Context: an optimization exercise on an open-source flow, tuned for small area and a short achievable clock period. The choices shown serve that exercise and are no tape-out recipe. The RTL was checked by simulation tests, not by an equivalence proof against the original design.

==> flow/design.v <==
module ALU (
    input  [31:0] SrcA, SrcB,
    input         Sub, IsAlu,
    input  [2:0]  Funct3,
    output [31:0] ALUResult, Sum
);
    wire [31:0] B = SrcB ^ {32{Sub}};
    wire [32:0] S = {SrcA, Sub} + {B, Sub};
    assign Sum = S[32:1];
    wire        Big = |SrcB[31:5];
    wire        Left = ~Funct3[2];
    wire [31:0] ARev;
    genvar i;
    generate
        for (i = 0; i < 32; i = i + 1) begin : rev
            assign ARev[i] = SrcA[31-i];
        end
    endgenerate
    wire [31:0] ShIn = Left ? ARev : SrcA;
    wire [31:0] ShOut = ShIn >> SrcB[4:0];
    wire [31:0] ShRev;
    generate
        for (i = 0; i < 32; i = i + 1) begin : rev2
            assign ShRev[i] = ShOut[31-i];
        end
    endgenerate
    wire selAdd = ~IsAlu | (Funct3 == 3'b000) | (Funct3[2:1] == 2'b01);
    wire selShl = IsAlu & (Funct3 == 3'b001) & ~Big;
    wire selShr = IsAlu & (Funct3 == 3'b101) & ~Big;
    wire selXor = IsAlu & (Funct3 == 3'b100);
    wire selOr  = IsAlu & (Funct3 == 3'b110);
    wire selAnd = IsAlu & (Funct3 == 3'b111);
    wire [31:0] Other = ({32{selShl}} & ShRev)
                      | ({32{selShr}} & ShOut)
                      | ({32{selXor}} & (SrcA ^ SrcB))
                      | ({32{selOr}}  & (SrcA | SrcB))
                      | ({32{selAnd}} & (SrcA & SrcB));
    assign ALUResult = selAdd ? Sum : Other;
endmodule
module Control_unit (
    input  [6:0] OP,
    input  [2:0] funct3,
    input        funct7,
    output       RegWrite, MemWrite, ALUSrc, ResultSrc, Sub, IsAlu, Halt, Branch
);
    assign RegWrite = (OP == 7'b0000011) | (OP == 7'b0110011) | (OP == 7'b0010011);
    assign MemWrite = (OP == 7'b0100011);
    assign Branch   = (OP == 7'b1100011);
    assign Halt     = (OP == 7'b0000000);
    assign ResultSrc = ~OP[4];                     
    assign ALUSrc    = ~OP[5] | (~OP[4] & ~OP[6]);  
    assign IsAlu     = OP[4];                      
    assign Sub       = OP[6] | (OP[5] & OP[4] & (funct3 == 3'b000) & funct7);
endmodule
module Register_file (
    input  [4:0]  A1, A2, A3,
    input  [31:0] WD3,
    input         CLK, WE3, reset,
    output reg [31:0] RD1, RD2
);
    reg [1023:0] regs;
    reg [31:0]   valid;
    wire [31:0]  we = WE3 ? (32'd1 << A3) : 32'd0;
    genvar g;
    generate
        for (g = 0; g < 32; g = g + 1) begin : r
            always @(posedge CLK)
                if (we[g]) regs[32*g +: 32] <= WD3;
            always @(posedge CLK or negedge reset)
                if (!reset)     valid[g] <= 1'b0;
                else if (we[g]) valid[g] <= 1'b1;
        end
    endgenerate
    wire [7:0] lo1 = 8'd1 << A1[2:0], lo2 = 8'd1 << A2[2:0];
    wire [3:0] hi1 = 4'd1 << A1[4:3], hi2 = 4'd1 << A2[4:3];
    reg  [31:0] g1 [0:3];
    reg  [31:0] g2 [0:3];
    integer h, l;
    always @(*) begin
        RD1 = 32'd0;
        RD2 = 32'd0;
        for (h = 0; h < 4; h = h + 1) begin
            g1[h] = 32'd0;
            g2[h] = 32'd0;
            for (l = 0; l < 8; l = l + 1) begin
                g1[h] = g1[h] | ({32{lo1[l] & valid[8*h+l]}} & regs[32*(8*h+l) +: 32]);
                g2[h] = g2[h] | ({32{lo2[l] & valid[8*h+l]}} & regs[32*(8*h+l) +: 32]);
            end
            RD1 = RD1 | ({32{hi1[h]}} & g1[h]);
            RD2 = RD2 | ({32{hi2[h]}} & g2[h]);
        end
    end
endmodule
module PC_Register (
    input         clk, areset, load, PCSrc,
    input  [31:0] ImmB,
    output reg [31:0] PC
);
    wire [18:0] Hi   = PC[31:13];
    wire [18:0] HiP1 = Hi + 19'd1;
    wire [18:0] HiM1 = Hi - 19'd1;
    wire [13:0] Lo4  = {1'b0, PC[12:0]} + 14'd4;
    wire [13:0] LoB  = {1'b0, PC[12:0]} + {1'b0, ImmB[12:0]};
    wire        Sign = ImmB[12];
    wire [18:0] HiB  = Sign ? (LoB[13] ? Hi : HiM1) : (LoB[13] ? HiP1 : Hi);
    wire [18:0] Hi4  = Lo4[13] ? HiP1 : Hi;
    wire [31:0] PC_next = PCSrc ? {HiB, LoB[12:0]} : {Hi4, Lo4[12:0]};
    always @(posedge clk or negedge areset)
        if (!areset)   PC <= 32'd0;
        else if (load) PC <= PC_next;
endmodule
module MIPS (
    input  [31:0] instr, ReadData,
    input         CLK_MIPS, reset_MIPS,
    output [31:0] ALUResult_MIPS, PC_MIPS,
    output [31:0] WriteData_MIPS,
    output        MemWrite_MIPS
);
    wire [6:0] op = instr[6:0];
    wire [2:0] f3 = instr[14:12];
    wire RegWrite, MemWrite, ALUSrc, ResultSrc, Sub, IsAlu, Halt, Branch;
    Control_unit U1 (
        .OP(op), .funct3(f3), .funct7(instr[30]),
        .RegWrite(RegWrite), .MemWrite(MemWrite), .ALUSrc(ALUSrc),
        .ResultSrc(ResultSrc), .Sub(Sub), .IsAlu(IsAlu),
        .Halt(Halt), .Branch(Branch)
    );
    wire [31:0] RD1, RD2, ALUResult, Sum;
    wire [31:0] Result = ResultSrc ? ReadData : ALUResult;
    Register_file U2 (
        .A1(instr[19:15]), .A2(instr[24:20]), .A3(instr[11:7]),
        .WD3(Result), .CLK(CLK_MIPS), .WE3(RegWrite), .reset(reset_MIPS),
        .RD1(RD1), .RD2(RD2)
    );
    wire [31:0] ImmIS = {{20{instr[31]}}, instr[31:25],
                         op[5] ? instr[11:7] : instr[24:20]};
    wire [31:0] SrcB = ALUSrc ? ImmIS : RD2;
    ALU U3 (
        .SrcA(RD1), .SrcB(SrcB), .Sub(Sub), .IsAlu(IsAlu), .Funct3(f3),
        .ALUResult(ALUResult), .Sum(Sum)
    );
    wire Zero = ~|Sum;
    reg PCSrc;
    always @(*) begin
        case (f3)
            3'b000:  PCSrc = Branch & Zero;
            3'b001:  PCSrc = Branch & ~Zero;
            3'b100:  PCSrc = Branch & Sum[31];
            default: PCSrc = 1'b0;
        endcase
    end
    wire [31:0] ImmB = {{20{instr[31]}}, instr[7], instr[30:25], instr[11:8], 1'b0};
    PC_Register U4 (
        .clk(CLK_MIPS), .areset(reset_MIPS), .load(~Halt),
        .PCSrc(PCSrc), .ImmB(ImmB), .PC(PC_MIPS)
    );
    assign ALUResult_MIPS = ALUResult;
    assign WriteData_MIPS = RD2;
    assign MemWrite_MIPS  = MemWrite;
endmodule
Settings: LEC_CHECK=0, CAP_MARGIN=20, CORE_MARGIN=2, CORE_UTILIZATION=35, PLACE_DENSITY=0.55, SETUP_SLACK_MARGIN=5, SLEW_MARGIN=20; clock period 17.0 ns.
standard.sh (not shown) runs the stock make flow with config.mk's settings and CLKGATE_MAP_FILE= SYNTH_SCRIPT=/design/flow/synth_recipe.tcl, a recipe that flattens the netlist after the stock synthesis.
==> flow/flow/run.sh <==
#!/bin/bash
# Own flow: the standard layout (standard.sh), with these make settings
# given after the standard flow's own so that they take precedence:
#  - synthesis: no full/half-adder cells (ADDER_MAP_FILE empty), so that abc
#    sees the adders' timing, and abc's mapping script replaced by
#    flow/abc_speed.script (delay-targeted map with area recovery). The flow
#    scripts are copied unchanged apart from that one abc script.
#  - port buffers are buf_2 (the default pick is a delay cell), and the
#    resizer may change a cell's footprint, so it can size them up
#  - CTS without dummy loads, with clkbuf_16 clusters of up to 32 sinks
#    within 60 um
#  - setup margin 5.5 ns for the resizer's timing repair
set -euo pipefail
cd "$(dirname "$0")/.."
W=$(pwd)
rm -rf "$W/scripts_mod"
cp -r "$FLOW_HOME/scripts" "$W/scripts_mod"
cp "$W/flow/abc_speed.script" "$W/scripts_mod/abc_speed.script"
bash standard.sh \
  "SCRIPTS_DIR=$W/scripts_mod" \
  "ADDER_MAP_FILE=" \
  "BUFFER_PORTS_ARGS=-buffer_cell sky130_fd_sc_hd__buf_2" \
  "MATCH_CELL_FOOTPRINT=0" \
  "SETUP_SLACK_MARGIN=5.5" \
  "CTS_ARGS=-sink_clustering_enable -repair_clock_nets -dont_use_dummy_load -buf_list sky130_fd_sc_hd__clkbuf_16 -sink_clustering_size 32 -sink_clustering_max_diameter 60" \
  finish > flow_standard.log 2>&1
==> flow/flow/abc_speed.script <==
strash
dch -f
map -D 3500
topo
stime -c
buffer -c
upsize -c -D 3500
dnsize -c -D 3500
The baseline finished with timing, DRC and antenna clean.
Rerun with:
--- a/flow/design.v
+++ b/flow/design.v
@@ -31,10 +31,10 @@
     wire selOr  = IsAlu & (Funct3 == 3'b110);
     wire selAnd = IsAlu & (Funct3 == 3'b111);
-    wire [31:0] Other = ({32{selShl}} & ShRev)
-                      | ({32{selShr}} & ShOut)
-                      | ({32{selXor}} & (SrcA ^ SrcB))
-                      | ({32{selOr}}  & (SrcA | SrcB))
-                      | ({32{selAnd}} & (SrcA & SrcB));
-    assign ALUResult = selAdd ? Sum : Other;
+    assign ALUResult = ({32{selAdd}} & Sum)
+                     | ({32{selShl}} & ShRev)
+                     | ({32{selShr}} & ShOut)
+                     | ({32{selXor}} & (SrcA ^ SrcB))
+                     | ({32{selOr}}  & (SrcA | SrcB))
+                     | ({32{selAnd}} & (SrcA & SrcB));
 endmodule
 module Control_unit (
Via count decreases by 0.61%.
Wire length increases by 1.0%.
Worst hold slack improves by 0.019 ns.
Synthesized area hardly moves.
Setup slack got worse by 0.057 ns.
Global-route usage went up by 0.45 points.
Clock skew is lower by 0.023 ns.

what the ideal ports hide:
The flow's constraints put no driver on any port. The routed layouts listed below were extracted and timed again, unchanged, in two steps.
Step 1 (the two cells are an assumption about what drives the block):
set clk [get_ports {CLK_MIPS}]
set_driving_cell -lib_cell sky130_fd_sc_hd__clkbuf_16 $clk
set_driving_cell -lib_cell sky130_fd_sc_hd__buf_2 [delete_from_list [all_inputs] $clk]
Step 2 also shifts input and output timing later by t, the mid clock arrival at the registers, as if the neighbouring blocks saw the same clock.
a / b / c = no drivers / after step 1 / after step 2; a / b = the first two.
run	t, ns	slack for setup (ns)	worst setup path at the end	cell pins on the clock port's net
the first run	0.769	5.499 / 5.442 / 5.442	input to output	1
the second run	0.759	5.442 / 5.396 / 5.396	input to output	1
After both steps setup and hold are still met in every run listed. The setup slack of the first run, which loses most, moves by -0.057 ns with the drivers and by -0.057 ns with both steps.
